Context: an optimization exercise on an open-source flow, tuned for small area. The choices shown serve that exercise and are no tape-out recipe. At most, simulation tests tie the RTL to the original design; equivalence was not proved. For run 1, only the layout was checked, not whether the RTL still works.

==> flow/design.v (outline; a module is shown in full before it is edited, if it fits) <==
// module complex_sinusoid_ddfs: 80 lines
// module ddfs_rom: 608 lines
// module ddfs_g: 39 lines
// module ddfs_poly: 473 lines
// module ddfs_fa: 3 lines
// module ddfs_ha: 3 lines
// module ddfs_han: 4 lines
module complex_sinusoid_ddfs#(parameter ROM_DEPTH = 2048, ROM_WIDTH = 16)
(
        input wire                           i_clk,
        input wire                           i_rst,
        input wire        [31:0]             i_freq_control,
        input wire        [1:0]              i_invert_out,
        output reg signed [ROM_WIDTH-1:0]    o_real,
        output reg signed [ROM_WIDTH-1:0]    o_imag
);
  // ...
==> flow/flow/run.sh <==
#!/bin/bash
# Layout flow: the standard flow (standard.sh, the ORFS make targets up to
# finish) with these changes:
#  - synthesis runs flow/synth.tcl, which sources synth_recipe.tcl unchanged but
#    has ABC map with flow/abc.script (area-oriented);
#  - the port buffers are sky130_fd_sc_hd__buf_1 cells;
#  - clock tree synthesis uses clkbuf_8 buffers and no dummy loads.
# make's full output goes to flow_make.log here; ORFS keeps each step's log
# under orfs/logs.
set -euo pipefail
export FLOW_SYNTH_TCL=$PWD/synth_recipe.tcl
export CUSTOM_ABC_SCRIPT=$PWD/flow/abc.script
bash standard.sh "SYNTH_SCRIPT=$PWD/flow/synth.tcl" \
  "BUFFER_PORTS_ARGS=-buffer_cell sky130_fd_sc_hd__buf_1" \
  "CTS_ARGS=-sink_clustering_enable -repair_clock_nets -buf_list sky130_fd_sc_hd__clkbuf_8 -dont_use_dummy_load" \
  finish > flow_make.log 2>&1
==> flow/flow/abc.script <==
strash
dch
map -a
==> flow/flow/synth.tcl <==
# The standard flow's own synthesis script (synth_recipe.tcl, sourced unchanged), except
# that ABC maps every module with flow/abc.script (area-oriented) instead of
# ORFS's abc_area.script.
proc abc {args} {
  set i [lsearch -exact $args -script]
  lset args [expr { $i + 1 }] $::env(CUSTOM_ABC_SCRIPT)
  yosys abc {*}$args
}
source $::env(FLOW_SYNTH_TCL)
==> flow/standard.sh <==
#!/bin/bash
# synth_recipe.tcl (not shown) runs the flow's synth.tcl, then flattens the netlist and writes it again
# the make line also repeats each setting of config.mk as NAME=value (left out here)
make -C /OpenROAD-flow-scripts/flow DESIGN_CONFIG=/design/flow/config.mk WORK_HOME=/design/flow/orfs CLKGATE_MAP_FILE= SYNTH_SCRIPT=/design/flow/synth_recipe.tcl "${@:-finish}"
==> flow/config.mk <==
export PLATFORM = sky130hd
export DESIGN_NAME = complex_sinusoid_ddfs
export DESIGN_NICKNAME = complex_sinusoid_ddfs
export VERILOG_FILES = /design/flow/design.v
export SDC_FILE = /design/flow/constraint.sdc
export NUM_CORES = 4
export LEC_CHECK = 0
export ABC_AREA = 1
export CAP_MARGIN = 20
export CORE_MARGIN = 2
export CORE_UTILIZATION = 40
export CTS_BUF_LIST = sky130_fd_sc_hd__clkbuf_8
export GPL_TIMING_DRIVEN = 0
export PLACE_DENSITY = 0.6
export SLEW_MARGIN = 20
export SYNTH_HIERARCHICAL = 1
==> flow/constraint.sdc <==
create_clock -name core_clock -period 10.0 [get_ports {i_clk}]
set_input_delay 2.0000 -clock core_clock [delete_from_list [all_inputs] [get_ports {i_clk}]]
set_output_delay 2.0000 -clock core_clock [all_outputs]
set_load 0.01 [all_outputs]
==> run notes, run 1 <==
xor and xnor fraction of the mapped netlist area 0.0155; net count of the finished layout 2022; post-cts gate resize count 23; worst max-slew margin expressed relative to the limit 0.248; final period utilization 0.970; area-dominant cell class after layout multi-input combinational cells; status finished clean; GRT Residual Overflow 0; slowest CP cell sky130_fd_sc_hd__nor2_2; total placed cells including tap cells 2097; count of flip-flops with a built-in enable after synthesis 0; per-cell routed wire length 22.4 um; share of synthesized flip-flops with an asynchronous set or reset 0; register with the highest flop count accumulator; number of rows created at floorplan 64; origin of the worst min-delay path accumulator[0]$_SDFF_PP0_; Final Routed Wirelength 47400 um; start point of the critical path accumulator[30]$_SDFF_PP0_; fraction of the yosys area taken by sequential cells 0.103; worst setup path end o_imag[5]$_SDFF_PP0_; Final Max Tran Viols 0; area of all sequential standard cells 0.00128 mm2; largest cells by area after synthesis sky130_fd_sc_hd__fa_1, sky130_fd_sc_hd__nand2_1, sky130_fd_sc_hd__dfxtp_1; sum of net half-perimeters after detailed placement around 38000 um; Port Buf Inserts 67; layer carrying the most global-route usage met2; initial antenna violation count 0; antenna diode count 0; DIE AREA 0.0324 mm2; total vias in the final route 12602; syn avg cell area 7.76 um2
==> module ddfs_poly, before the edit <==
module ddfs_poly(input [19:0] c0n, input [11:0] c1, input [4:0] c2, input [4:0] t, input [7:0] g, input neg, output [14:0] v_n);
  wire n1;
  wire n2;
  wire n3;
  wire n4;
  wire n5;
  wire n6;
  wire n7;
  wire n8;
  wire n9;
  wire n10;
  wire n11;
  wire n12;
  wire n13;
  wire n14;
  wire n15;
  wire n16;
  wire n17;
  wire n18;
  wire n19;
  wire n20;
  wire n21;
  wire n22;
  wire n23;
  wire n24;
  wire n25;
  wire n26;
  wire n27;
  wire n28;
  wire n29;
  wire n30;
  wire n31;
  wire n32;
  wire n33;
  wire n34;
  wire n35;
  wire n36;
  wire n37;
  wire n38;
  wire n39;
  wire n40;
  wire n41;
  wire n42;
  wire n43;
  wire n44;
  wire n45;
  wire n46;
  wire n47;
  wire n48;
  wire n49;
  wire n50;
  wire n51;
  wire n52;
  wire n53;
  wire n54;
  wire n55;
  wire n56;
  wire n57;
  wire n58;
  wire n59;
  wire n60;
  wire n61;
  wire n62;
  wire n63;
  wire n64;
  wire n65;
  wire n66;
  wire n67;
  wire n68;
  wire n69;
  wire n70;
  wire n71;
  wire n72;
  wire n73;
  wire n74;
  wire n75;
  wire n76;
  wire n77;
  wire n78;
  wire n79;
  wire n80;
  wire n81;
  wire n82;
  wire n83;
  wire n84;
  wire n85;
  wire n86;
  wire n87;
  wire n88;
  wire n89;
  wire n90;
  wire n91;
  wire n92;
  wire n93;
  wire n94;
  wire n95;
  wire n96;
  wire n97;
  wire n98;
  wire n99;
  wire n100;
  wire n101;
  wire n102;
  wire n103;
  wire n104;
  wire n105;
  wire n106;
  wire n107;
  wire n108;
  wire n109;
  wire n110;
  wire n111;
  wire n112;
  wire n113;
  wire n114;
  wire n115;
  wire n116;
  wire n117;
  wire n118;
  wire n119;
  wire n120;
  wire n121;
  wire n122;
  wire n123;
  wire n124;
  wire n125;
  wire n126;
  wire n127;
  wire n128;
  wire n129;
  wire n130;
  wire n131;
  wire n132;
  wire n133;
  wire n134;
  wire n135;
  wire n136;
  wire n137;
  wire n138;
  wire n139;
  wire n140;
  wire n141;
  wire n142;
  wire n143;
  wire n144;
  wire n145;
  wire n146;
  wire n147;
  wire n148;
  wire n149;
  wire n150;
  wire n151;
  wire n152;
  wire n153;
  wire n154;
  wire n155;
  wire n156;
  wire n157;
  wire n158;
  wire n159;
  wire n160;
  wire n161;
  wire n162;
  wire n163;
  wire n164;
  wire n165;
  wire n166;
  wire n167;
  wire n168;
  wire n169;
  wire n170;
  wire n171;
  wire n172;
  wire n173;
  wire n174;
  wire n175;
  wire n176;
  wire n177;
  wire n178;
  wire n179;
  wire n180;
  wire n181;
  wire n182;
  wire n183;
  wire n184;
  wire n185;
  wire n186;
  wire n187;
  wire n188;
  wire n189;
  wire n190;
  wire n191;
  wire n192;
  wire n193;
  wire n194;
  wire n195;
  wire n196;
  wire n197;
  wire n198;
  wire n199;
  wire n200;
  wire n201;
  wire n202;
  wire n203;
  wire n204;
  wire n205;
  wire n206;
  wire n207;
  wire n208;
  wire n209;
  wire n210;
  wire n211;
  wire n212;
  wire n213;
  wire n214;
  wire n215;
  wire n216;
  wire n217;
  wire n218;
  wire n219;
  wire n220;
  wire n221;
  wire n222;
  wire n223;
  wire n224;
  wire n225;
  wire n226;
  wire n227;
  wire n228;
  wire n229;
  wire n230;
  wire n231;
  wire n232;
  wire n233;
  wire n234;
  wire n235;
  wire n236;
  wire n237;
  wire n238;
  wire n239;
  wire n240;
  wire n241;
  wire n242;
  wire n243;
  wire n244;
  wire n245;
  wire n246;
  wire n247;
  wire n248;
  wire n249;
  wire n250;
  wire n251;
  wire n252;
  wire n253;
  wire n254;
  wire n255;
  wire n256;
  wire n257;
  wire n258;
  wire n259;
  wire n260;
  wire n261;
  wire n262;
  wire n263;
  wire n264;
  wire n265;
  wire n266;
  wire n267;
  wire n268;
  wire n269;
  wire n270;
  wire n271;
  wire n272;
  wire n273;
  wire n274;
  wire n275;
  wire n276;
  wire n277;
  wire n278;
  wire n279;
  wire n280;
  wire n281;
  wire n282;
  wire n283;
  ddfs_fa nha2 (.a(c0n[1]), .b(~(c1[3]&t[0])), .c(1'b1), .s(n1), .co(n2));
  ddfs_fa nfa4 (.a(c0n[2]), .b(~(c1[4]&t[0])), .c(~(c1[3]&t[1])), .s(n3), .co(n4));
  ddfs_fa nha6 (.a(c0n[3]), .b(~(c1[5]&t[0])), .c(1'b1), .s(n5), .co(n6));
  ddfs_fa nha8 (.a(~(c1[1]&t[0])), .b(~(c1[0]&t[1])), .c(1'b1), .s(n7), .co(n8));
  ddfs_fa nfa10 (.a(c0n[0]), .b(~(c1[2]&t[0])), .c(~(c1[1]&t[1])), .s(n9), .co(n10));
  ddfs_fa nfa12 (.a(~(c1[0]&t[2])), .b(~(c2[4]&g[2])), .c(~(c2[3]&g[3])), .s(n11), .co(n12));
  ddfs_fa nfa14 (.a(~(c1[2]&t[1])), .b(~(c1[1]&t[2])), .c(~(c1[0]&t[3])), .s(n13), .co(n14));
  ddfs_fa nfa16 (.a(~(c2[4]&g[3])), .b(~(c2[3]&g[4])), .c(~(c2[2]&g[5])), .s(n15), .co(n16));
  ddfs_fa nha18 (.a(~(c2[1]&g[6])), .b(~(c2[0]&g[7])), .c(1'b1), .s(n17), .co(n18));
  ddfs_fa nfa20 (.a(~(c1[2]&t[2])), .b(~(c1[1]&t[3])), .c(~(c1[0]&t[4])), .s(n19), .co(n20));
  ddfs_fa nfa22 (.a(~(c2[4]&g[4])), .b(~(c2[3]&g[5])), .c(~(c2[2]&g[6])), .s(n21), .co(n22));
  ddfs_fa nfa24 (.a(~(c2[1]&g[7])), .b(n2), .c(n3), .s(n23), .co(n24));
  ddfs_fa nfa26 (.a(~(c1[4]&t[1])), .b(~(c1[3]&t[2])), .c(~(c1[2]&t[3])), .s(n25), .co(n26));
  ddfs_fa nfa28 (.a(~(c1[1]&t[4])), .b(~(c2[4]&g[5])), .c(~(c2[3]&g[6])), .s(n27), .co(n28));
  ddfs_fa nfa30 (.a(~(c2[2]&g[7])), .b(n4), .c(n5), .s(n29), .co(n30));
  ddfs_fa nfa32 (.a(c0n[4]), .b(~(c1[6]&t[0])), .c(~(c1[5]&t[1])), .s(n31), .co(n32));
  ddfs_fa nfa34 (.a(~(c1[4]&t[2])), .b(~(c1[3]&t[3])), .c(~(c1[2]&t[4])), .s(n33), .co(n34));
  ddfs_fa nfa36 (.a(~(c2[4]&g[6])), .b(~(c2[3]&g[7])), .c(n6), .s(n35), .co(n36));
  ddfs_fa nfa38 (.a(c0n[5]), .b(~(c1[7]&t[0])), .c(~(c1[6]&t[1])), .s(n37), .co(n38));
  ddfs_fa nfa40 (.a(~(c1[5]&t[2])), .b(~(c1[4]&t[3])), .c(~(c1[3]&t[4])), .s(n39), .co(n40));
  ddfs_fa nha42 (.a(~(c2[4]&g[7])), .b(neg), .c(1'b1), .s(n41), .co(n42));
  ddfs_fa nfa44 (.a(c0n[6]), .b(~(c1[8]&t[0])), .c(~(c1[7]&t[1])), .s(n43), .co(n44));
  ddfs_fa nha46 (.a(~(c1[6]&t[2])), .b(~(c1[5]&t[3])), .c(1'b1), .s(n45), .co(n46));
  ddfs_fa nfa48 (.a(c0n[7]), .b(~(c1[9]&t[0])), .c(~(c1[8]&t[1])), .s(n47), .co(n48));
  ddfs_fa nha50 (.a(c0n[8]), .b(~(c1[10]&t[0])), .c(1'b1), .s(n49), .co(n50));
  ddfs_fa nha52 (.a(c0n[9]), .b(~(c1[11]&t[0])), .c(1'b1), .s(n51), .co(n52));
  ddfs_fa nfa54 (.a(~(c1[0]&t[0])), .b(~(c2[4]&g[0])), .c(~(c2[3]&g[1])), .s(n53), .co(n54));
  ddfs_fa nfa56 (.a(~(c2[4]&g[1])), .b(~(c2[3]&g[2])), .c(~(c2[2]&g[3])), .s(n55), .co(n56));
  ddfs_fa nha58 (.a(~(c2[1]&g[4])), .b(~(c2[0]&g[5])), .c(1'b1), .s(n57), .co(n58));
  ddfs_fa nfa60 (.a(~(c2[2]&g[4])), .b(~(c2[1]&g[5])), .c(~(c2[0]&g[6])), .s(n59), .co(n60));
  ddfs_fa nfa62 (.a(n8), .b(n9), .c(n11), .s(n61), .co(n62));
  ddfs_fa nfa64 (.a(n1), .b(n10), .c(n12), .s(n63), .co(n64));
  ddfs_fa nfa66 (.a(n13), .b(n15), .c(n17), .s(n65), .co(n66));
  ddfs_fa nfa68 (.a(n14), .b(n16), .c(n18), .s(n67), .co(n68));
  ddfs_fa nfa70 (.a(n19), .b(n21), .c(n23), .s(n69), .co(n70));
  ddfs_fa nfa72 (.a(n20), .b(n22), .c(n24), .s(n71), .co(n72));
  ddfs_fa nfa74 (.a(n25), .b(n27), .c(n29), .s(n73), .co(n74));
  ddfs_fa nfa76 (.a(n26), .b(n28), .c(n30), .s(n75), .co(n76));
  ddfs_fa nfa78 (.a(n31), .b(n33), .c(n35), .s(n77), .co(n78));
  ddfs_fa nfa80 (.a(n32), .b(n34), .c(n36), .s(n79), .co(n80));
  ddfs_fa nfa82 (.a(n37), .b(n39), .c(n41), .s(n81), .co(n82));
  ddfs_fa nfa84 (.a(~(c1[4]&t[4])), .b(n38), .c(n40), .s(n83), .co(n84));
  ddfs_fa nfa86 (.a(n42), .b(n43), .c(n45), .s(n85), .co(n86));
  ddfs_fa nfa88 (.a(~(c1[7]&t[2])), .b(~(c1[6]&t[3])), .c(~(c1[5]&t[4])), .s(n87), .co(n88));
  ddfs_fa nfa90 (.a(n44), .b(n46), .c(n47), .s(n89), .co(n90));
  ddfs_fa nfa92 (.a(~(c1[9]&t[1])), .b(~(c1[8]&t[2])), .c(~(c1[7]&t[3])), .s(n91), .co(n92));
  ddfs_fa nfa94 (.a(~(c1[6]&t[4])), .b(n48), .c(n49), .s(n93), .co(n94));
  ddfs_fa nfa96 (.a(~(c1[10]&t[1])), .b(~(c1[9]&t[2])), .c(~(c1[8]&t[3])), .s(n95), .co(n96));
  ddfs_fa nfa98 (.a(~(c1[7]&t[4])), .b(n50), .c(n51), .s(n97), .co(n98));
  ddfs_fa nfa100 (.a(c0n[10]), .b(~(c1[11]&t[1])), .c(~(c1[10]&t[2])), .s(n99), .co(n100));
  ddfs_fa nfa102 (.a(~(c1[9]&t[3])), .b(~(c1[8]&t[4])), .c(n52), .s(n101), .co(n102));
  ddfs_fa nfa104 (.a(c0n[11]), .b(~(c1[11]&t[2])), .c(~(c1[10]&t[3])), .s(n103), .co(n104));
  ddfs_fa nha106 (.a(~(c2[3]&g[0])), .b(~(c2[2]&g[1])), .c(1'b1), .s(n105), .co(n106));
  ddfs_fa nfa108 (.a(~(c2[2]&g[2])), .b(~(c2[1]&g[3])), .c(~(c2[0]&g[4])), .s(n107), .co(n108));
  ddfs_fa nfa110 (.a(n7), .b(n54), .c(n55), .s(n109), .co(n110));
  ddfs_fa nfa112 (.a(n56), .b(n58), .c(n59), .s(n111), .co(n112));
  ddfs_fa nfa114 (.a(n60), .b(n62), .c(n63), .s(n113), .co(n114));
  ddfs_fa nfa116 (.a(n64), .b(n66), .c(n67), .s(n115), .co(n116));
  ddfs_fa nfa118 (.a(n68), .b(n70), .c(n71), .s(n117), .co(n118));
  ddfs_fa nfa120 (.a(n72), .b(n74), .c(n75), .s(n119), .co(n120));
  ddfs_fa nfa122 (.a(n76), .b(n78), .c(n79), .s(n121), .co(n122));
  ddfs_fa nfa124 (.a(n80), .b(n82), .c(n83), .s(n123), .co(n124));
  ddfs_fa nfa126 (.a(n84), .b(n86), .c(n87), .s(n125), .co(n126));
  ddfs_fa nfa128 (.a(n88), .b(n90), .c(n91), .s(n127), .co(n128));
  ddfs_fa nfa130 (.a(n92), .b(n94), .c(n95), .s(n129), .co(n130));
  ddfs_fa nfa132 (.a(n96), .b(n98), .c(n99), .s(n131), .co(n132));
  ddfs_fa nfa134 (.a(~(c1[9]&t[4])), .b(n100), .c(n102), .s(n133), .co(n134));
  ddfs_fa nfa136 (.a(c0n[12]), .b(~(c1[11]&t[3])), .c(~(c1[10]&t[4])), .s(n135), .co(n136));
  ddfs_fa nha138 (.a(~(c2[2]&g[0])), .b(~(c2[1]&g[1])), .c(1'b1), .s(n137), .co(n138));
  ddfs_fa nfa140 (.a(~(c2[1]&g[2])), .b(~(c2[0]&g[3])), .c(n105), .s(n139), .co(n140));
  ddfs_fa nfa142 (.a(n53), .b(n106), .c(n107), .s(n141), .co(n142));
  ddfs_fa nfa144 (.a(n57), .b(n108), .c(n109), .s(n143), .co(n144));
  ddfs_fa nfa146 (.a(n61), .b(n110), .c(n111), .s(n145), .co(n146));
  ddfs_fa nfa148 (.a(n65), .b(n112), .c(n113), .s(n147), .co(n148));
  ddfs_fa nfa150 (.a(n69), .b(n114), .c(n115), .s(n149), .co(n150));
  ddfs_fa nfa152 (.a(n73), .b(n116), .c(n117), .s(n151), .co(n152));
  ddfs_fa nfa154 (.a(n77), .b(n118), .c(n119), .s(n153), .co(n154));
  ddfs_fa nfa156 (.a(n81), .b(n120), .c(n121), .s(n155), .co(n156));
  ddfs_fa nfa158 (.a(n85), .b(n122), .c(n123), .s(n157), .co(n158));
  ddfs_fa nfa160 (.a(n89), .b(n124), .c(n125), .s(n159), .co(n160));
  ddfs_fa nfa162 (.a(n93), .b(n126), .c(n127), .s(n161), .co(n162));
  ddfs_fa nfa164 (.a(n97), .b(n128), .c(n129), .s(n163), .co(n164));
  ddfs_fa nfa166 (.a(n101), .b(n130), .c(n131), .s(n165), .co(n166));
  ddfs_fa nfa168 (.a(n103), .b(n132), .c(n133), .s(n167), .co(n168));
  ddfs_fa nfa170 (.a(n104), .b(n134), .c(n135), .s(n169), .co(n170));
  ddfs_fa nfa172 (.a(c0n[13]), .b(~(c1[11]&t[4])), .c(n136), .s(n171), .co(n172));
  assign n173 = ~(~(c2[0]&g[0]));
  assign n174 = ~(~(c2[1]&g[0]) | ~(c2[0]&g[1]));
  assign n175 = ~(~(c2[1]&g[0]) & ~(c2[0]&g[1]));
  assign n176 = ~(~(c2[0]&g[2]) | n137);
  assign n177 = ~(~(c2[0]&g[2]) & n137);
  assign n178 = ~(n138 | n139);
  assign n179 = ~(n138 & n139);
  assign n180 = ~(n140 | n141);
  assign n181 = ~(n140 & n141);
  assign n182 = ~(n142 | n143);
  assign n183 = ~(n142 & n143);
  assign n184 = ~(n144 | n145);
  assign n185 = ~(n144 & n145);
  assign n186 = ~(n146 | n147);
  assign n187 = ~(n146 & n147);
  assign n188 = ~(n148 | n149);
  assign n189 = ~(n148 & n149);
  assign n190 = ~(n150 | n151);
  assign n191 = ~(n150 & n151);
  assign n192 = ~(n152 | n153);
  assign n193 = ~(n152 & n153);
  assign n194 = n175 & n173;
  assign n195 = n178 | (n179 & n176);
  assign n196 = n179 & n177;
  assign n197 = n182 | (n183 & n180);
  assign n198 = n183 & n181;
  assign n199 = n186 | (n187 & n184);
  assign n200 = n187 & n185;
  assign n201 = n190 | (n191 & n188);
  assign n202 = n191 & n189;
  assign n203 = n195 | (n196 & n174);
  assign n204 = n196 & n194;
  assign n205 = n199 | (n200 & n197);
  assign n206 = n200 & n198;
  assign n207 = n192 | (n193 & n201);
  assign n208 = n193 & n202;
  assign n209 = n205 | (n206 & n203);
  assign n210 = n206 & n204;
  assign n211 = n207 | (n208 & n209);
  assign n212 = n208 & n210;
  assign n213 = ~(n154 | n155);
  assign n214 = ~(n154 & n155);
  assign n215 = ~(n156 | n157);
  assign n216 = ~(n156 & n157);
  assign n217 = ~(n158 | n159);
  assign n218 = ~(n158 & n159);
  assign n219 = ~(n160 | n161);
  assign n220 = ~(n160 & n161);
  assign n221 = ~(n162 | n163);
  assign n222 = ~(n162 & n163);
  assign n223 = ~(n164 | n165);
  assign n224 = ~(n164 & n165);
  assign n225 = n215 | (n216 & n213);
  assign n226 = n216 & n214;
  assign n227 = n219 | (n220 & n217);
  assign n228 = n220 & n218;
  assign n229 = n223 | (n224 & n221);
  assign n230 = n224 & n222;
  assign n231 = n227 | (n228 & n225);
  assign n232 = n228 & n226;
  assign n233 = n229 | (n230 & n231);
  assign n234 = n230 & n232;
  assign n235 = n233 | (n234 & n211);
  assign n236 = ~(n166 | n167);
  assign n237 = ~(n166 & n167);
  assign n238 = ~(n168 | n169);
  assign n239 = ~(n168 & n169);
  assign n240 = ~(n170 | n171);
  assign n241 = ~(n170 & n171);
  assign n242 = ~(c0n[14] | n172);
  assign n243 = ~(c0n[14] & n172);
  assign n244 = ~(c0n[15]);
  assign n245 = ~(c0n[16]);
  assign n246 = n238 | (n239 & n236);
  assign n247 = n239 & n237;
  assign n248 = n242 | (n243 & n240);
  assign n249 = n243 & n241;
  assign n250 = n245 & n244;
  assign n251 = n248 | (n249 & n246);
  assign n252 = n249 & n247;
  assign n253 = 1'b0 | (n250 & n251);
  assign n254 = n250 & n252;
  assign n255 = n253 | (n254 & n235);
  assign n256 = ~(n211);
  ddfs_fa nfa258 (.a(n154), .b(n155), .c(n256), .s(n257), .co(n258));
  ddfs_fa nfa260 (.a(n156), .b(n157), .c(n258), .s(n259), .co(n260));
  ddfs_fa nfa262 (.a(n158), .b(n159), .c(n260), .s(n261), .co(n262));
  ddfs_fa nfa264 (.a(n160), .b(n161), .c(n262), .s(n263), .co(n264));
  ddfs_fa nfa266 (.a(n162), .b(n163), .c(n264), .s(n265), .co(n266));
  ddfs_fa nfa268 (.a(n164), .b(n165), .c(n266), .s(n267), .co(n268));
  assign n269 = ~(n235);
  ddfs_fa nfa271 (.a(n166), .b(n167), .c(n269), .s(n270), .co(n271));
  ddfs_fa nfa273 (.a(n168), .b(n169), .c(n271), .s(n272), .co(n273));
  ddfs_fa nfa275 (.a(n170), .b(n171), .c(n273), .s(n274), .co(n275));
  ddfs_fa nfa277 (.a(c0n[14]), .b(n172), .c(n275), .s(n276), .co(n277));
  assign n278 = c0n[15] ^ ~(n277);
  assign n279 = c0n[16] ^ ~(n277 | c0n[15]);
  assign n280 = ~(n255);
  assign n281 = c0n[17] ^ ~(n280);
  assign n282 = c0n[18] ^ ~(n280 | c0n[17]);
  assign n283 = c0n[19] ^ ~(n280 | c0n[17] | c0n[18]);
  assign v_n = {n283,n282,n281,n279,n278,n276,n274,n272,n270,n267,n265,n263,n261,n259,n257};
endmodule
==> run 2: changes to the inputs <==
--- a/flow/design.v
+++ b/flow/design.v
@@ -992,210 +992,172 @@
   wire n263;
-  wire n264;
-  wire n265;
-  wire n266;
-  wire n267;
-  wire n268;
-  wire n269;
-  wire n270;
-  wire n271;
-  wire n272;
-  wire n273;
-  wire n274;
-  wire n275;
-  wire n276;
-  wire n277;
-  wire n278;
-  wire n279;
-  wire n280;
-  wire n281;
-  wire n282;
-  wire n283;
-  ddfs_fa nha2 (.a(c0n[1]), .b(~(c1[3]&t[0])), .c(1'b1), .s(n1), .co(n2));
+  ddfs_fa nfa2 (.a(c0n[1]), .b(~(c1[3]&t[0])), .c(~(c1[2]&t[1])), .s(n1), .co(n2));
   ddfs_fa nfa4 (.a(c0n[2]), .b(~(c1[4]&t[0])), .c(~(c1[3]&t[1])), .s(n3), .co(n4));
-  ddfs_fa nha6 (.a(c0n[3]), .b(~(c1[5]&t[0])), .c(1'b1), .s(n5), .co(n6));
-  ddfs_fa nha8 (.a(~(c1[1]&t[0])), .b(~(c1[0]&t[1])), .c(1'b1), .s(n7), .co(n8));
+  ddfs_fa nfa6 (.a(c0n[3]), .b(~(c1[5]&t[0])), .c(~(c1[4]&t[1])), .s(n5), .co(n6));
+  ddfs_fa nfa8 (.a(~(c1[1]&t[0])), .b(~(c1[0]&t[1])), .c(~(c2[4]&g[1])), .s(n7), .co(n8));
   ddfs_fa nfa10 (.a(c0n[0]), .b(~(c1[2]&t[0])), .c(~(c1[1]&t[1])), .s(n9), .co(n10));
   ddfs_fa nfa12 (.a(~(c1[0]&t[2])), .b(~(c2[4]&g[2])), .c(~(c2[3]&g[3])), .s(n11), .co(n12));
-  ddfs_fa nfa14 (.a(~(c1[2]&t[1])), .b(~(c1[1]&t[2])), .c(~(c1[0]&t[3])), .s(n13), .co(n14));
-  ddfs_fa nfa16 (.a(~(c2[4]&g[3])), .b(~(c2[3]&g[4])), .c(~(c2[2]&g[5])), .s(n15), .co(n16));
-  ddfs_fa nha18 (.a(~(c2[1]&g[6])), .b(~(c2[0]&g[7])), .c(1'b1), .s(n17), .co(n18));
-  ddfs_fa nfa20 (.a(~(c1[2]&t[2])), .b(~(c1[1]&t[3])), .c(~(c1[0]&t[4])), .s(n19), .co(n20));
-  ddfs_fa nfa22 (.a(~(c2[4]&g[4])), .b(~(c2[3]&g[5])), .c(~(c2[2]&g[6])), .s(n21), .co(n22));
-  ddfs_fa nfa24 (.a(~(c2[1]&g[7])), .b(n2), .c(n3), .s(n23), .co(n24));
-  ddfs_fa nfa26 (.a(~(c1[4]&t[1])), .b(~(c1[3]&t[2])), .c(~(c1[2]&t[3])), .s(n25), .co(n26));
-  ddfs_fa nfa28 (.a(~(c1[1]&t[4])), .b(~(c2[4]&g[5])), .c(~(c2[3]&g[6])), .s(n27), .co(n28));
-  ddfs_fa nfa30 (.a(~(c2[2]&g[7])), .b(n4), .c(n5), .s(n29), .co(n30));
-  ddfs_fa nfa32 (.a(c0n[4]), .b(~(c1[6]&t[0])), .c(~(c1[5]&t[1])), .s(n31), .co(n32));
-  ddfs_fa nfa34 (.a(~(c1[4]&t[2])), .b(~(c1[3]&t[3])), .c(~(c1[2]&t[4])), .s(n33), .co(n34));
-  ddfs_fa nfa36 (.a(~(c2[4]&g[6])), .b(~(c2[3]&g[7])), .c(n6), .s(n35), .co(n36));
-  ddfs_fa nfa38 (.a(c0n[5]), .b(~(c1[7]&t[0])), .c(~(c1[6]&t[1])), .s(n37), .co(n38));
-  ddfs_fa nfa40 (.a(~(c1[5]&t[2])), .b(~(c1[4]&t[3])), .c(~(c1[3]&t[4])), .s(n39), .co(n40));
-  ddfs_fa nha42 (.a(~(c2[4]&g[7])), .b(neg), .c(1'b1), .s(n41), .co(n42));
-  ddfs_fa nfa44 (.a(c0n[6]), .b(~(c1[8]&t[0])), .c(~(c1[7]&t[1])), .s(n43), .co(n44));
-  ddfs_fa nha46 (.a(~(c1[6]&t[2])), .b(~(c1[5]&t[3])), .c(1'b1), .s(n45), .co(n46));
-  ddfs_fa nfa48 (.a(c0n[7]), .b(~(c1[9]&t[0])), .c(~(c1[8]&t[1])), .s(n47), .co(n48));
-  ddfs_fa nha50 (.a(c0n[8]), .b(~(c1[10]&t[0])), .c(1'b1), .s(n49), .co(n50));
-  ddfs_fa nha52 (.a(c0n[9]), .b(~(c1[11]&t[0])), .c(1'b1), .s(n51), .co(n52));
-  ddfs_fa nfa54 (.a(~(c1[0]&t[0])), .b(~(c2[4]&g[0])), .c(~(c2[3]&g[1])), .s(n53), .co(n54));
-  ddfs_fa nfa56 (.a(~(c2[4]&g[1])), .b(~(c2[3]&g[2])), .c(~(c2[2]&g[3])), .s(n55), .co(n56));
-  ddfs_fa nha58 (.a(~(c2[1]&g[4])), .b(~(c2[0]&g[5])), .c(1'b1), .s(n57), .co(n58));
-  ddfs_fa nfa60 (.a(~(c2[2]&g[4])), .b(~(c2[1]&g[5])), .c(~(c2[0]&g[6])), .s(n59), .co(n60));
-  ddfs_fa nfa62 (.a(n8), .b(n9), .c(n11), .s(n61), .co(n62));
-  ddfs_fa nfa64 (.a(n1), .b(n10), .c(n12), .s(n63), .co(n64));
-  ddfs_fa nfa66 (.a(n13), .b(n15), .c(n17), .s(n65), .co(n66));
-  ddfs_fa nfa68 (.a(n14), .b(n16), .c(n18), .s(n67), .co(n68));
-  ddfs_fa nfa70 (.a(n19), .b(n21), .c(n23), .s(n69), .co(n70));
-  ddfs_fa nfa72 (.a(n20), .b(n22), .c(n24), .s(n71), .co(n72));
-  ddfs_fa nfa74 (.a(n25), .b(n27), .c(n29), .s(n73), .co(n74));
-  ddfs_fa nfa76 (.a(n26), .b(n28), .c(n30), .s(n75), .co(n76));
-  ddfs_fa nfa78 (.a(n31), .b(n33), .c(n35), .s(n77), .co(n78));
-  ddfs_fa nfa80 (.a(n32), .b(n34), .c(n36), .s(n79), .co(n80));
-  ddfs_fa nfa82 (.a(n37), .b(n39), .c(n41), .s(n81), .co(n82));
-  ddfs_fa nfa84 (.a(~(c1[4]&t[4])), .b(n38), .c(n40), .s(n83), .co(n84));
-  ddfs_fa nfa86 (.a(n42), .b(n43), .c(n45), .s(n85), .co(n86));
-  ddfs_fa nfa88 (.a(~(c1[7]&t[2])), .b(~(c1[6]&t[3])), .c(~(c1[5]&t[4])), .s(n87), .co(n88));
-  ddfs_fa nfa90 (.a(n44), .b(n46), .c(n47), .s(n89), .co(n90));
-  ddfs_fa nfa92 (.a(~(c1[9]&t[1])), .b(~(c1[8]&t[2])), .c(~(c1[7]&t[3])), .s(n91), .co(n92));
-  ddfs_fa nfa94 (.a(~(c1[6]&t[4])), .b(n48), .c(n49), .s(n93), .co(n94));
-  ddfs_fa nfa96 (.a(~(c1[10]&t[1])), .b(~(c1[9]&t[2])), .c(~(c1[8]&t[3])), .s(n95), .co(n96));
-  ddfs_fa nfa98 (.a(~(c1[7]&t[4])), .b(n50), .c(n51), .s(n97), .co(n98));
-  ddfs_fa nfa100 (.a(c0n[10]), .b(~(c1[11]&t[1])), .c(~(c1[10]&t[2])), .s(n99), .co(n100));
-  ddfs_fa nfa102 (.a(~(c1[9]&t[3])), .b(~(c1[8]&t[4])), .c(n52), .s(n101), .co(n102));
-  ddfs_fa nfa104 (.a(c0n[11]), .b(~(c1[11]&t[2])), .c(~(c1[10]&t[3])), .s(n103), .co(n104));
-  ddfs_fa nha106 (.a(~(c2[3]&g[0])), .b(~(c2[2]&g[1])), .c(1'b1), .s(n105), .co(n106));
-  ddfs_fa nfa108 (.a(~(c2[2]&g[2])), .b(~(c2[1]&g[3])), .c(~(c2[0]&g[4])), .s(n107), .co(n108));
-  ddfs_fa nfa110 (.a(n7), .b(n54), .c(n55), .s(n109), .co(n110));
-  ddfs_fa nfa112 (.a(n56), .b(n58), .c(n59), .s(n111), .co(n112));
-  ddfs_fa nfa114 (.a(n60), .b(n62), .c(n63), .s(n113), .co(n114));
-  ddfs_fa nfa116 (.a(n64), .b(n66), .c(n67), .s(n115), .co(n116));
-  ddfs_fa nfa118 (.a(n68), .b(n70), .c(n71), .s(n117), .co(n118));
-  ddfs_fa nfa120 (.a(n72), .b(n74), .c(n75), .s(n119), .co(n120));
-  ddfs_fa nfa122 (.a(n76), .b(n78), .c(n79), .s(n121), .co(n122));
-  ddfs_fa nfa124 (.a(n80), .b(n82), .c(n83), .s(n123), .co(n124));
-  ddfs_fa nfa126 (.a(n84), .b(n86), .c(n87), .s(n125), .co(n126));
-  ddfs_fa nfa128 (.a(n88), .b(n90), .c(n91), .s(n127), .co(n128));
-  ddfs_fa nfa130 (.a(n92), .b(n94), .c(n95), .s(n129), .co(n130));
-  ddfs_fa nfa132 (.a(n96), .b(n98), .c(n99), .s(n131), .co(n132));
-  ddfs_fa nfa134 (.a(~(c1[9]&t[4])), .b(n100), .c(n102), .s(n133), .co(n134));
-  ddfs_fa nfa136 (.a(c0n[12]), .b(~(c1[11]&t[3])), .c(~(c1[10]&t[4])), .s(n135), .co(n136));
-  ddfs_fa nha138 (.a(~(c2[2]&g[0])), .b(~(c2[1]&g[1])), .c(1'b1), .s(n137), .co(n138));
-  ddfs_fa nfa140 (.a(~(c2[1]&g[2])), .b(~(c2[0]&g[3])), .c(n105), .s(n139), .co(n140));
-  ddfs_fa nfa142 (.a(n53), .b(n106), .c(n107), .s(n141), .co(n142));
-  ddfs_fa nfa144 (.a(n57), .b(n108), .c(n109), .s(n143), .co(n144));
-  ddfs_fa nfa146 (.a(n61), .b(n110), .c(n111), .s(n145), .co(n146));
-  ddfs_fa nfa148 (.a(n65), .b(n112), .c(n113), .s(n147), .co(n148));
-  ddfs_fa nfa150 (.a(n69), .b(n114), .c(n115), .s(n149), .co(n150));
-  ddfs_fa nfa152 (.a(n73), .b(n116), .c(n117), .s(n151), .co(n152));
-  ddfs_fa nfa154 (.a(n77), .b(n118), .c(n119), .s(n153), .co(n154));
-  ddfs_fa nfa156 (.a(n81), .b(n120), .c(n121), .s(n155), .co(n156));
-  ddfs_fa nfa158 (.a(n85), .b(n122), .c(n123), .s(n157), .co(n158));
-  ddfs_fa nfa160 (.a(n89), .b(n124), .c(n125), .s(n159), .co(n160));
-  ddfs_fa nfa162 (.a(n93), .b(n126), .c(n127), .s(n161), .co(n162));
-  ddfs_fa nfa164 (.a(n97), .b(n128), .c(n129), .s(n163), .co(n164));
-  ddfs_fa nfa166 (.a(n101), .b(n130), .c(n131), .s(n165), .co(n166));
-  ddfs_fa nfa168 (.a(n103), .b(n132), .c(n133), .s(n167), .co(n168));
-  ddfs_fa nfa170 (.a(n104), .b(n134), .c(n135), .s(n169), .co(n170));
-  ddfs_fa nfa172 (.a(c0n[13]), .b(~(c1[11]&t[4])), .c(n136), .s(n171), .co(n172));
-  assign n173 = ~(~(c2[0]&g[0]));
-  assign n174 = ~(~(c2[1]&g[0]) | ~(c2[0]&g[1]));
-  assign n175 = ~(~(c2[1]&g[0]) & ~(c2[0]&g[1]));
-  assign n176 = ~(~(c2[0]&g[2]) | n137);
-  assign n177 = ~(~(c2[0]&g[2]) & n137);
-  assign n178 = ~(n138 | n139);
-  assign n179 = ~(n138 & n139);
-  assign n180 = ~(n140 | n141);
-  assign n181 = ~(n140 & n141);
-  assign n182 = ~(n142 | n143);
-  assign n183 = ~(n142 & n143);
-  assign n184 = ~(n144 | n145);
-  assign n185 = ~(n144 & n145);
-  assign n186 = ~(n146 | n147);
-  assign n187 = ~(n146 & n147);
-  assign n188 = ~(n148 | n149);
-  assign n189 = ~(n148 & n149);
-  assign n190 = ~(n150 | n151);
-  assign n191 = ~(n150 & n151);
-  assign n192 = ~(n152 | n153);
-  assign n193 = ~(n152 & n153);
-  assign n194 = n175 & n173;
-  assign n195 = n178 | (n179 & n176);
-  assign n196 = n179 & n177;
-  assign n197 = n182 | (n183 & n180);
-  assign n198 = n183 & n181;
-  assign n199 = n186 | (n187 & n184);
-  assign n200 = n187 & n185;
-  assign n201 = n190 | (n191 & n188);
-  assign n202 = n191 & n189;
-  assign n203 = n195 | (n196 & n174);
-  assign n204 = n196 & n194;
-  assign n205 = n199 | (n200 & n197);
-  assign n206 = n200 & n198;
-  assign n207 = n192 | (n193 & n201);
-  assign n208 = n193 & n202;
-  assign n209 = n205 | (n206 & n203);
-  assign n210 = n206 & n204;
-  assign n211 = n207 | (n208 & n209);
-  assign n212 = n208 & n210;
-  assign n213 = ~(n154 | n155);
-  assign n214 = ~(n154 & n155);
-  assign n215 = ~(n156 | n157);
-  assign n216 = ~(n156 & n157);
-  assign n217 = ~(n158 | n159);
-  assign n218 = ~(n158 & n159);
-  assign n219 = ~(n160 | n161);
-  assign n220 = ~(n160 & n161);
-  assign n221 = ~(n162 | n163);
-  assign n222 = ~(n162 & n163);
-  assign n223 = ~(n164 | n165);
-  assign n224 = ~(n164 & n165);
-  assign n225 = n215 | (n216 & n213);
-  assign n226 = n216 & n214;
-  assign n227 = n219 | (n220 & n217);
-  assign n228 = n220 & n218;
-  assign n229 = n223 | (n224 & n221);
-  assign n230 = n224 & n222;
-  assign n231 = n227 | (n228 & n225);
-  assign n232 = n228 & n226;
-  assign n233 = n229 | (n230 & n231);
+  ddfs_fa nfa14 (.a(~(c1[1]&t[2])), .b(~(c1[0]&t[3])), .c(~(c2[4]&g[3])), .s(n13), .co(n14));
+  ddfs_fa nfa16 (.a(~(c2[3]&g[4])), .b(~(c2[2]&g[5])), .c(~(c2[1]&g[6])), .s(n15), .co(n16));
+  ddfs_fa nfa18 (.a(~(c1[2]&t[2])), .b(~(c1[1]&t[3])), .c(~(c1[0]&t[4])), .s(n17), .co(n18));
+  ddfs_fa nfa20 (.a(~(c2[4]&g[4])), .b(~(c2[3]&g[5])), .c(~(c2[2]&g[6])), .s(n19), .co(n20));
+  ddfs_fa nfa22 (.a(~(c2[1]&g[7])), .b(n2), .c(n3), .s(n21), .co(n22));
+  ddfs_fa nfa24 (.a(~(c1[3]&t[2])), .b(~(c1[2]&t[3])), .c(~(c1[1]&t[4])), .s(n23), .co(n24));
+  ddfs_fa nfa26 (.a(~(c2[4]&g[5])), .b(~(c2[3]&g[6])), .c(~(c2[2]&g[7])), .s(n25), .co(n26));
+  ddfs_fa nfa28 (.a(n4), .b(n5), .c(n18), .s(n27), .co(n28));
+  ddfs_fa nfa30 (.a(c0n[4]), .b(~(c1[6]&t[0])), .c(~(c1[5]&t[1])), .s(n29), .co(n30));
+  ddfs_fa nfa32 (.a(~(c1[4]&t[2])), .b(~(c1[3]&t[3])), .c(~(c1[2]&t[4])), .s(n31), .co(n32));
+  ddfs_fa nfa34 (.a(~(c2[4]&g[6])), .b(~(c2[3]&g[7])), .c(n6), .s(n33), .co(n34));
+  ddfs_fa nfa36 (.a(c0n[5]), .b(~(c1[7]&t[0])), .c(~(c1[6]&t[1])), .s(n35), .co(n36));
+  ddfs_fa nfa38 (.a(~(c1[5]&t[2])), .b(~(c1[4]&t[3])), .c(~(c1[3]&t[4])), .s(n37), .co(n38));
+  ddfs_fa nfa40 (.a(~(c2[4]&g[7])), .b(neg), .c(n30), .s(n39), .co(n40));
+  ddfs_fa nfa42 (.a(c0n[6]), .b(~(c1[8]&t[0])), .c(~(c1[7]&t[1])), .s(n41), .co(n42));
+  ddfs_fa nfa44 (.a(~(c1[6]&t[2])), .b(~(c1[5]&t[3])), .c(~(c1[4]&t[4])), .s(n43), .co(n44));
+  ddfs_fa nfa46 (.a(c0n[7]), .b(~(c1[9]&t[0])), .c(~(c1[8]&t[1])), .s(n45), .co(n46));
+  ddfs_fa nfa48 (.a(c0n[8]), .b(~(c1[10]&t[0])), .c(~(c1[9]&t[1])), .s(n47), .co(n48));
+  ddfs_fa nfa50 (.a(c0n[9]), .b(~(c1[11]&t[0])), .c(~(c1[10]&t[1])), .s(n49), .co(n50));
+  ddfs_fa nfa52 (.a(~(c1[0]&t[0])), .b(~(c2[4]&g[0])), .c(~(c2[3]&g[1])), .s(n51), .co(n52));
+  ddfs_fa nfa54 (.a(~(c2[3]&g[2])), .b(~(c2[2]&g[3])), .c(~(c2[1]&g[4])), .s(n53), .co(n54));
+  ddfs_fa nfa56 (.a(~(c2[2]&g[4])), .b(~(c2[1]&g[5])), .c(~(c2[0]&g[6])), .s(n55), .co(n56));
+  ddfs_fa nfa58 (.a(n8), .b(n9), .c(n11), .s(n57), .co(n58));
+  ddfs_fa nfa60 (.a(~(c2[0]&g[7])), .b(n1), .c(n10), .s(n59), .co(n60));
+  ddfs_fa nfa62 (.a(n12), .b(n13), .c(n15), .s(n61), .co(n62));
+  ddfs_fa nfa64 (.a(n14), .b(n16), .c(n17), .s(n63), .co(n64));
+  ddfs_fa nfa66 (.a(n19), .b(n21), .c(n60), .s(n65), .co(n66));
+  ddfs_fa nfa68 (.a(n20), .b(n22), .c(n23), .s(n67), .co(n68));
+  ddfs_fa nfa70 (.a(n25), .b(n27), .c(n64), .s(n69), .co(n70));
+  ddfs_fa nfa72 (.a(n24), .b(n26), .c(n28), .s(n71), .co(n72));
+  ddfs_fa nfa74 (.a(n29), .b(n31), .c(n33), .s(n73), .co(n74));
+  ddfs_fa nfa76 (.a(n32), .b(n34), .c(n35), .s(n75), .co(n76));
+  ddfs_fa nfa78 (.a(n37), .b(n39), .c(n72), .s(n77), .co(n78));
+  ddfs_fa nfa80 (.a(n36), .b(n38), .c(n40), .s(n79), .co(n80));
+  ddfs_fa nfa82 (.a(n41), .b(n43), .c(n76), .s(n81), .co(n82));
+  ddfs_fa nfa84 (.a(~(c1[7]&t[2])), .b(~(c1[6]&t[3])), .c(~(c1[5]&t[4])), .s(n83), .co(n84));
+  ddfs_fa nfa86 (.a(n42), .b(n44), .c(n45), .s(n85), .co(n86));
+  ddfs_fa nfa88 (.a(~(c1[8]&t[2])), .b(~(c1[7]&t[3])), .c(~(c1[6]&t[4])), .s(n87), .co(n88));
+  ddfs_fa nfa90 (.a(n46), .b(n47), .c(n84), .s(n89), .co(n90));
+  ddfs_fa nfa92 (.a(~(c1[9]&t[2])), .b(~(c1[8]&t[3])), .c(~(c1[7]&t[4])), .s(n91), .co(n92));
+  ddfs_fa nfa94 (.a(n48), .b(n49), .c(n88), .s(n93), .co(n94));
+  ddfs_fa nfa96 (.a(c0n[10]), .b(~(c1[11]&t[1])), .c(~(c1[10]&t[2])), .s(n95), .co(n96));
+  ddfs_fa nfa98 (.a(~(c1[9]&t[3])), .b(~(c1[8]&t[4])), .c(n50), .s(n97), .co(n98));
+  ddfs_fa nfa100 (.a(c0n[11]), .b(~(c1[11]&t[2])), .c(~(c1[10]&t[3])), .s(n99), .co(n100));
+  ddfs_fa nfa102 (.a(~(c2[3]&g[0])), .b(~(c2[2]&g[1])), .c(~(c2[1]&g[2])), .s(n101), .co(n102));
+  ddfs_fa nfa104 (.a(~(c2[2]&g[2])), .b(~(c2[1]&g[3])), .c(~(c2[0]&g[4])), .s(n103), .co(n104));
+  ddfs_fa nfa106 (.a(~(c2[0]&g[5])), .b(n7), .c(n52), .s(n105), .co(n106));
+  ddfs_fa nfa108 (.a(n54), .b(n55), .c(n57), .s(n107), .co(n108));
+  ddfs_fa nfa110 (.a(n56), .b(n58), .c(n59), .s(n109), .co(n110));
+  ddfs_fa nfa112 (.a(n62), .b(n63), .c(n65), .s(n111), .co(n112));
+  ddfs_fa nfa114 (.a(n66), .b(n67), .c(n69), .s(n113), .co(n114));
+  ddfs_fa nfa116 (.a(n68), .b(n70), .c(n71), .s(n115), .co(n116));
+  ddfs_fa nfa118 (.a(n74), .b(n75), .c(n77), .s(n117), .co(n118));
+  ddfs_fa nfa120 (.a(n78), .b(n79), .c(n81), .s(n119), .co(n120));
+  ddfs_fa nfa122 (.a(n80), .b(n82), .c(n83), .s(n121), .co(n122));
+  ddfs_fa nfa124 (.a(n86), .b(n87), .c(n89), .s(n123), .co(n124));
+  ddfs_fa nfa126 (.a(n90), .b(n91), .c(n93), .s(n125), .co(n126));
+  ddfs_fa nfa128 (.a(n92), .b(n94), .c(n95), .s(n127), .co(n128));
+  ddfs_fa nfa130 (.a(~(c1[9]&t[4])), .b(n96), .c(n98), .s(n129), .co(n130));
+  ddfs_fa nfa132 (.a(c0n[12]), .b(~(c1[11]&t[3])), .c(~(c1[10]&t[4])), .s(n131), .co(n132));
+  ddfs_fa nfa134 (.a(~(c2[2]&g[0])), .b(~(c2[1]&g[1])), .c(~(c2[0]&g[2])), .s(n133), .co(n134));
+  ddfs_fa nfa136 (.a(~(c2[0]&g[3])), .b(n101), .c(n134), .s(n135), .co(n136));
+  ddfs_fa nfa138 (.a(n51), .b(n102), .c(n103), .s(n137), .co(n138));
+  ddfs_fa nfa140 (.a(n53), .b(n104), .c(n105), .s(n139), .co(n140));
+  ddfs_fa nfa142 (.a(n106), .b(n107), .c(n140), .s(n141), .co(n142));
+  ddfs_fa nfa144 (.a(n61), .b(n108), .c(n109), .s(n143), .co(n144));
+  ddfs_fa nfa146 (.a(n110), .b(n111), .c(n144), .s(n145), .co(n146));
+  ddfs_fa nfa148 (.a(n112), .b(n113), .c(n146), .s(n147), .co(n148));
+  ddfs_fa nfa150 (.a(n73), .b(n114), .c(n115), .s(n149), .co(n150));
+  ddfs_fa nfa152 (.a(n116), .b(n117), .c(n150), .s(n151), .co(n152));
+  ddfs_fa nfa154 (.a(n118), .b(n119), .c(n152), .s(n153), .co(n154));
+  ddfs_fa nfa156 (.a(n85), .b(n120), .c(n121), .s(n155), .co(n156));
+  ddfs_fa nfa158 (.a(n122), .b(n123), .c(n156), .s(n157), .co(n158));
+  ddfs_fa nfa160 (.a(n124), .b(n125), .c(n158), .s(n159), .co(n160));
+  ddfs_fa nfa162 (.a(n97), .b(n126), .c(n127), .s(n161), .co(n162));
+  ddfs_fa nfa164 (.a(n99), .b(n128), .c(n129), .s(n163), .co(n164));
+  ddfs_fa nfa166 (.a(n100), .b(n130), .c(n131), .s(n165), .co(n166));
+  ddfs_fa nfa168 (.a(c0n[13]), .b(~(c1[11]&t[4])), .c(n132), .s(n167), .co(n168));
+  assign n169 = ~(~(c2[0]&g[0]));
+  assign n170 = ~(~(c2[1]&g[0]) | ~(c2[0]&g[1]));
+  assign n171 = ~(~(c2[1]&g[0]) & ~(c2[0]&g[1]));
+  assign n172 = ~(n133);
+  assign n173 = ~(n135);
+  assign n174 = ~(n136 | n137);
+  assign n175 = ~(n136 & n137);
+  assign n176 = ~(n138 | n139);
+  assign n177 = ~(n138 & n139);
+  assign n178 = ~(n141);
+  assign n179 = ~(n142 | n143);
+  assign n180 = ~(n142 & n143);
+  assign n181 = ~(n145);
+  assign n182 = ~(n147);
+  assign n183 = ~(n148 | n149);
+  assign n184 = ~(n148 & n149);
+  assign n185 = n171 & n169;
+  assign n186 = n173 & n172;
+  assign n187 = n176 | (n177 & n174);
+  assign n188 = n177 & n175;
+  assign n189 = n180 & n178;
+  assign n190 = n182 & n181;
+  assign n191 = 1'b0 | (n186 & n170);
+  assign n192 = n186 & n185;
+  assign n193 = n179 | (n189 & n187);
+  assign n194 = n189 & n188;
+  assign n195 = n184 & n190;
+  assign n196 = n193 | (n194 & n191);
+  assign n197 = n194 & n192;
+  assign n198 = n183 | (n195 & n196);
+  assign n199 = n195 & n197;
+  assign n200 = ~(n151);
+  assign n201 = ~(n153);
+  assign n202 = ~(n154 | n155);
+  assign n203 = ~(n154 & n155);
+  assign n204 = ~(n157);
+  assign n205 = ~(n159);
+  assign n206 = ~(n160 | n161);
+  assign n207 = ~(n160 & n161);
+  assign n208 = n201 & n200;
+  assign n209 = 1'b0 | (n204 & n202);
+  assign n210 = n204 & n203;
+  assign n211 = n207 & n205;
+  assign n212 = n210 & n208;
+  assign n213 = n206 | (n211 & n209);
+  assign n214 = n211 & n212;
+  assign n215 = n213 | (n214 & n198);
+  assign n216 = ~(n162 | n163);
+  assign n217 = ~(n162 & n163);
+  assign n218 = ~(n164 | n165);
+  assign n219 = ~(n164 & n165);
+  assign n220 = ~(n166 | n167);
+  assign n221 = ~(n166 & n167);
+  assign n222 = ~(c0n[14] | n168);
+  assign n223 = ~(c0n[14] & n168);
+  assign n224 = ~(c0n[15]);
+  assign n225 = ~(c0n[16]);
+  assign n226 = n218 | (n219 & n216);
+  assign n227 = n219 & n217;
+  assign n228 = n222 | (n223 & n220);
+  assign n229 = n223 & n221;
+  assign n230 = n225 & n224;
+  assign n231 = n228 | (n229 & n226);
+  assign n232 = n229 & n227;
+  assign n233 = 1'b0 | (n230 & n231);
   assign n234 = n230 & n232;
-  assign n235 = n233 | (n234 & n211);
-  assign n236 = ~(n166 | n167);
-  assign n237 = ~(n166 & n167);
-  assign n238 = ~(n168 | n169);
-  assign n239 = ~(n168 & n169);
-  assign n240 = ~(n170 | n171);
-  assign n241 = ~(n170 & n171);
-  assign n242 = ~(c0n[14] | n172);
-  assign n243 = ~(c0n[14] & n172);
-  assign n244 = ~(c0n[15]);
-  assign n245 = ~(c0n[16]);
-  assign n246 = n238 | (n239 & n236);
-  assign n247 = n239 & n237;
-  assign n248 = n242 | (n243 & n240);
-  assign n249 = n243 & n241;
-  assign n250 = n245 & n244;
-  assign n251 = n248 | (n249 & n246);
-  assign n252 = n249 & n247;
-  assign n253 = 1'b0 | (n250 & n251);
-  assign n254 = n250 & n252;
-  assign n255 = n253 | (n254 & n235);
-  assign n256 = ~(n211);
-  ddfs_fa nfa258 (.a(n154), .b(n155), .c(n256), .s(n257), .co(n258));
-  ddfs_fa nfa260 (.a(n156), .b(n157), .c(n258), .s(n259), .co(n260));
-  ddfs_fa nfa262 (.a(n158), .b(n159), .c(n260), .s(n261), .co(n262));
-  ddfs_fa nfa264 (.a(n160), .b(n161), .c(n262), .s(n263), .co(n264));
-  ddfs_fa nfa266 (.a(n162), .b(n163), .c(n264), .s(n265), .co(n266));
-  ddfs_fa nfa268 (.a(n164), .b(n165), .c(n266), .s(n267), .co(n268));
-  assign n269 = ~(n235);
-  ddfs_fa nfa271 (.a(n166), .b(n167), .c(n269), .s(n270), .co(n271));
-  ddfs_fa nfa273 (.a(n168), .b(n169), .c(n271), .s(n272), .co(n273));
-  ddfs_fa nfa275 (.a(n170), .b(n171), .c(n273), .s(n274), .co(n275));
-  ddfs_fa nfa277 (.a(c0n[14]), .b(n172), .c(n275), .s(n276), .co(n277));
-  assign n278 = c0n[15] ^ ~(n277);
-  assign n279 = c0n[16] ^ ~(n277 | c0n[15]);
-  assign n280 = ~(n255);
-  assign n281 = c0n[17] ^ ~(n280);
-  assign n282 = c0n[18] ^ ~(n280 | c0n[17]);
-  assign n283 = c0n[19] ^ ~(n280 | c0n[17] | c0n[18]);
-  assign v_n = {n283,n282,n281,n279,n278,n276,n274,n272,n270,n267,n265,n263,n261,n259,n257};
+  assign n235 = n233 | (n234 & n215);
+  assign n236 = ~(n198);
+  ddfs_fa nha238 (.a(n151), .b(n236), .c(1'b1), .s(n237), .co(n238));
+  ddfs_fa nha240 (.a(n153), .b(n238), .c(1'b1), .s(n239), .co(n240));
+  ddfs_fa nfa242 (.a(n154), .b(n155), .c(n240), .s(n241), .co(n242));
+  ddfs_fa nha244 (.a(n157), .b(n242), .c(1'b1), .s(n243), .co(n244));
+  ddfs_fa nha246 (.a(n159), .b(n244), .c(1'b1), .s(n245), .co(n246));
+  ddfs_fa nfa248 (.a(n160), .b(n161), .c(n246), .s(n247), .co(n248));
+  assign n249 = ~(n215);
+  ddfs_fa nfa251 (.a(n162), .b(n163), .c(n249), .s(n250), .co(n251));
+  ddfs_fa nfa253 (.a(n164), .b(n165), .c(n251), .s(n252), .co(n253));
+  ddfs_fa nfa255 (.a(n166), .b(n167), .c(n253), .s(n254), .co(n255));
+  ddfs_fa nfa257 (.a(c0n[14]), .b(n168), .c(n255), .s(n256), .co(n257));
+  assign n258 = c0n[15] ^ ~(n257);
+  assign n259 = c0n[16] ^ ~(n257 | c0n[15]);
+  assign n260 = ~(n235);
+  assign n261 = c0n[17] ^ ~(n260);
+  assign n262 = c0n[18] ^ ~(n260 | c0n[17]);
+  assign n263 = c0n[19] ^ ~(n260 | c0n[17] | c0n[18]);
+  assign v_n = {n263,n262,n261,n259,n258,n256,n254,n252,n250,n247,n245,n243,n241,n239,n237};
 endmodule
==> flow/flow/abc.script (replaced) <==
strash
ifraig
dc2
dch -f
map -a
--- a/flow/config.mk
+++ b/flow/config.mk
@@ -10,6 +10,6 @@
 export CORE_MARGIN = 2
-export CORE_UTILIZATION = 40
+export CORE_UTILIZATION = 50
 export CTS_BUF_LIST = sky130_fd_sc_hd__clkbuf_8
 export GPL_TIMING_DRIVEN = 0
-export PLACE_DENSITY = 0.6
+export PLACE_DENSITY = 0.65
 export SLEW_MARGIN = 20
==> run 2 against run 1 <==
Design area decreased by 2.6%. Non-clock buffer count grew 4. Final cell count down 7.2%. Critical path depth is 17 higher. Highest routed layer unchanged. Synthesized area is 3.4% lower. First-iteration DRC count up 13%. Critical endpoint is now accumulator[31]$_SDFF_PP0_. Largest cell class unchanged.
==> run notes, run 2 <==
status finished clean (unchanged); source of the worst register-to-register timing path accumulator[30]$_SDFF_PP0_ (unchanged); antenna diode count 0 (unchanged); combinational family with the most area after synthesis adder cells (unchanged); placed instance area 0.0130 mm2 (was 0.0136 mm2); worst max-slew margin expressed relative to the limit 0.315 (was 0.248); via density per instance 6.36 (was 5.96); total vias in the final route 12479 (was 12602); reported max-cap violation count 0 (unchanged); final critical delay including setup and external delays 9760 ps (was 9700 ps); start point of the critical path i_freq_control[0] (was accumulator[30]$_SDFF_PP0_); largest cells by area after synthesis sky130_fd_sc_hd__fa_1, sky130_fd_sc_hd__dfxtp_1, sky130_fd_sc_hd__nand2_1 (was sky130_fd_sc_hd__fa_1, sky130_fd_sc_hd__nand2_1, sky130_fd_sc_hd__dfxtp_1); count of flip-flops with a built-in enable after synthesis 0 (unchanged); worst path arrival time 9990 ps (was 10000 ps); Top Ports 68 (unchanged); core area 0.0235 mm2 (was 0.0306 mm2); CTS Root Cell sky130_fd_sc_hd__clkbuf_8 (unchanged); clock transition time at the flip-flop clock pins of the worst setup and hold paths 80 ps (was 90 ps); adder-cell share of the synthesized area 0.410 (was 0.404); xor and xnor fraction of the mapped netlist area 0.0146 (was 0.0155); count of distinct cell types in the synthesized netlist 36 (was 42); worst setup path end accumulator[31]$_SDFF_PP0_ (was o_imag[5]$_SDFF_PP0_); max FFs per register 32 (unchanged); Synth Register Bits 64 (unchanged); path type of the worst setup path in2reg (was reg2reg); share of synthesized flip-flops with an asynchronous set or reset 0 (unchanged); kind of end point of the critical path flop (unchanged); critical register-to-register path endpoint o_real[5]$_SDFF_PP0_ (was o_imag[5]$_SDFF_PP0_); setup slack at placement -1370 ps (was -1550 ps); Synth Cell Area 0.0120 mm2 (was 0.0124 mm2); final period utilization 0.976 (was 0.970); Main synth FF type sky130_fd_sc_hd__dfxtp_1 (unchanged); commonest cells in the netlist sky130_fd_sc_hd__nand2_1, sky130_fd_sc_hd__fa_1, sky130_fd_sc_hd__nor2_1 (unchanged); GPL Wtd Cong 1.08 (was 1.02); final non-filler cell area 0.0136 mm2 (was 0.0140 mm2); most common library cell in the layout ignoring fill and taps sky130_fd_sc_hd__nand2_1 (unchanged); syn avg cell area 7.81 um2 (was 7.76 um2); hold-fix buffers at CTS 0 (unchanged); global-route wire length before repair 72300 um (was 74600 um); Clock Latency Late Sink 350 ps (was 370 ps); remaining antenna violation count after routing 0 (unchanged); GRT Residual Overflow 0 (unchanged); share of post-route cells with drive strength above 1 0.100 (was 0.0827); # H-tree levels 3 (unchanged); DRC violation count after routing 0 (unchanged); sum of net half-perimeters after detailed placement 35700 um (was 37700 um); pin count of the biggest net entering global routing 45 (was 41); maximum clock frequency 102 MHz (was 103 MHz); proportion of netlist area held by the largest area contributor 0.364 (was 0.358); CP max FO 3 (was 22); post-route insts no fill 1961 (was 2114); Final Routed Wirelength 46800 um (was 47400 um); per-cell routed wire length 23.9 um (was 22.4 um); count of warnings emitted by yosys 8 (unchanged); Top cell by count, worst path sky130_fd_sc_hd__nand2_1 (was sky130_fd_sc_hd__fa_1); leading area contributor after synthesis sky130_fd_sc_hd__fa_1 (unchanged); register with the highest flop count accumulator (unchanged); initial cell density of the core 0.511 (was 0.406); worst min-delay path category reg2reg (unchanged); mux share of post-synthesis cell area 0 (unchanged); simple-gate portion of the synthesized area 0.194 (was 0.213); dominant cell by count in the synthesized netlist sky130_fd_sc_hd__nand2_1 (unchanged); total negative slack for setup checks 0 ps (unchanged); chip height 159 um (was 180 um); Die Width 159 um (was 180 um); Data required, critical path 10230 ps (was 10300 ps); via count of the first global-routing pass 12645 (was 12743); area grow syn2layout 13.4% (was 12.5%); fraction of the yosys area taken by sequential cells 0.107 (was 0.103); number of rows created at floorplan 56 (was 64); number of buffers on the longest clock path 2 (unchanged); startpoint class of the critical path input pin (was flop); commonest cells after routing, fill and taps aside sky130_fd_sc_hd__nand2_1, sky130_fd_sc_hd__fa_1, sky130_fd_sc_hd__nor2_1 (unchanged); Least-Margin Pin Slew 1020 ps (was 1130 ps); Port Buf Inserts 67 (unchanged); area fraction in compound gates after synthesis 0.202 (was 0.190); Syn Inst Count 1534 (was 1600); net count of the finished layout 1942 (was 2022); CTS buffer count 9 (unchanged); DIE AREA 0.0252 mm2 (was 0.0324 mm2); final worst clock skew 25.8 ps (was 29.0 ps); registers with the highest flip-flop counts accumulator (32), o_imag (16), o_real (16) (unchanged); Total Routing Usage GR 0.369 (was 0.294); Starting DRT DRC Count 1400 (was 1236); final worst slack 238 ps (was 304 ps); depth of the worst register-to-register path 26 (unchanged); number of clock sinks seen by CTS 64 (unchanged); total setup violations reported at the end of the flow 0 (unchanged); detailed-router iteration count before antenna repair 6 (unchanged); total count of hold-check failures in the final report 0 (unchanged); initial antenna violation count 0 (unchanged); clock tree from TritonCTS done (unchanged); Final Max Tran Viols 0 (unchanged); total placed cells including tap cells 1937 (was 2097); stage delay of the slowest cell on the critical path 400 ps (was 780 ps); slowest CP cell sky130_fd_sc_hd__fa_1 (was sky130_fd_sc_hd__nor2_2); flop-to-flop setup slack 320 ps (was 300 ps)
[run 2: changes by cell type after synthesis, moves of 15 or more]
cell | previous run | this run
sky130_fd_sc_hd__o21a_1 | 17 | 2
sky130_fd_sc_hd__o21bai_1 | 15 | 0
sky130_fd_sc_hd__o21ai_0 | 79 | 131
sky130_fd_sc_hd__clkinv_1 | 179 | 164
sky130_fd_sc_hd__nor2_1 | 197 | 172
sky130_fd_sc_hd__nor3_1 | 45 | 26
[run 2: modules after synthesis, one instance, submodules excluded]
module	cells	times used	flops+latches
ddfs_poly	150	2	0
ddfs_g	42	1	0
ddfs_ha	1	2	0
complex_sinusoid_ddfs	256	1	64
ddfs_rom	358	2	0
ddfs_fa	1	218	0
[run 2: cells by family (layout without fill, tap and decap cells)]
group	Yosys count	count (layout)
compound gates	405	405
xor+xnor	20	20
fa+ha+maj	262	262
buf+inv	196	298
flops	64	64
other cells	3	9
simple gates	584	584
[run 2: per-stage QoR]
stage / hold slack (ps) / utilization
3_3_place_gp: 574 / 0.540
2_1_floorplan: 557 / -
4_1_cts: 597 / 0.566
3_5_place_dp: 579 / 0.555
5_1_grt: 672 / 0.579
6_report: 596 / 0.579
[run 2: worst max-delay path: cells and delay by family]
family	cells	cell delay (ps)
adders and majority gates	16	5760
AOI/OAI and AO/OA	2	280
buffers and inverters	12	910
and+or+nand+nor	13	1050
[run 2: layout make-up]
class	count	area (um2)
Clock buffer	9	124
Inverter	164	666
Tap cell	319	399
Multi-Input combinational cell	1280	10300
Timing Repair Buffer	93	549
Buffer	32	236
Fill cell	2185	9880
Sequential cell	64	1280
[run 2: timing repair]
item	in CTS	in global routing
setup buffers	4	10
pin swaps	1	4
cloned	0	0
resized for setup	36	60
setup endpoints to repair	27	14
[run 2: worst min-delay path by stage]
stage,end,depth (start not counted),slack [ps],start
final,accumulator[0]$_SDFF_PP0_,3,600,accumulator[0]$_SDFF_PP0_
after global routing,accumulator[0]$_SDFF_PP0_,3,670,accumulator[0]$_SDFF_PP0_
after detailed placement,accumulator[0]$_SDFF_PP0_,3,580,accumulator[0]$_SDFF_PP0_
after floorplan,accumulator[0]$_SDFF_PP0_,3,560,accumulator[0]$_SDFF_PP0_
after global placement,accumulator[0]$_SDFF_PP0_,3,570,accumulator[0]$_SDFF_PP0_
after CTS,accumulator[0]$_SDFF_PP0_,3,600,accumulator[0]$_SDFF_PP0_
[run 2: per-layer routing]
| layer | global-route usage | vias up | routed length (um) |
|---|---|---|---|
| met2 | 0.567 | 839 | 20600 |
| met5 | 0 | - | 0 |
| li1 | - | 5372 | - |
| met4 | 0.127 | 0 | 1780 |
| met1 | 0.498 | 6111 | 18900 |
| met3 | 0.107 | 157 | 5600 |

## afterwards: timing with drivers on the ports
The results above use ideal ports. As a check the final layouts listed here were re-extracted and re-timed, cells and wires unchanged. Step 1 (the two cells are an assumption about what drives the block):
set clk [get_ports {i_clk}]
set_driving_cell -lib_cell sky130_fd_sc_hd__clkbuf_16 $clk
set_driving_cell -lib_cell sky130_fd_sc_hd__buf_2 [delete_from_list [all_inputs] $clk]
Step 2 also shifts input and output timing later by t, the mid clock arrival at the registers, as if the neighbouring blocks saw the same clock. a / b / c = ideal ports / drivers / drivers and shift; a / b = the first two.
run | t, ns | slack for setup (ns) | hold slack, ns | worst slew at a driven data input, ns | pins driven straight from the clock port
run 1 | 0.383 | 0.304 / 0.304 / 0.145 | 0.591 / 0.591 / 0.591 | 0.06 | 1
run 2 | 0.379 | 0.238 / 0.257 / -0.122 | 0.596 / 0.596 / 0.596 | 0.06 | 1
Met with ideal ports but missed after step 2: setup timing in run 2. For run 2, which loses most, drivers alone change the setup slack by +0.019 ns; drivers and shift together by -0.360 ns.
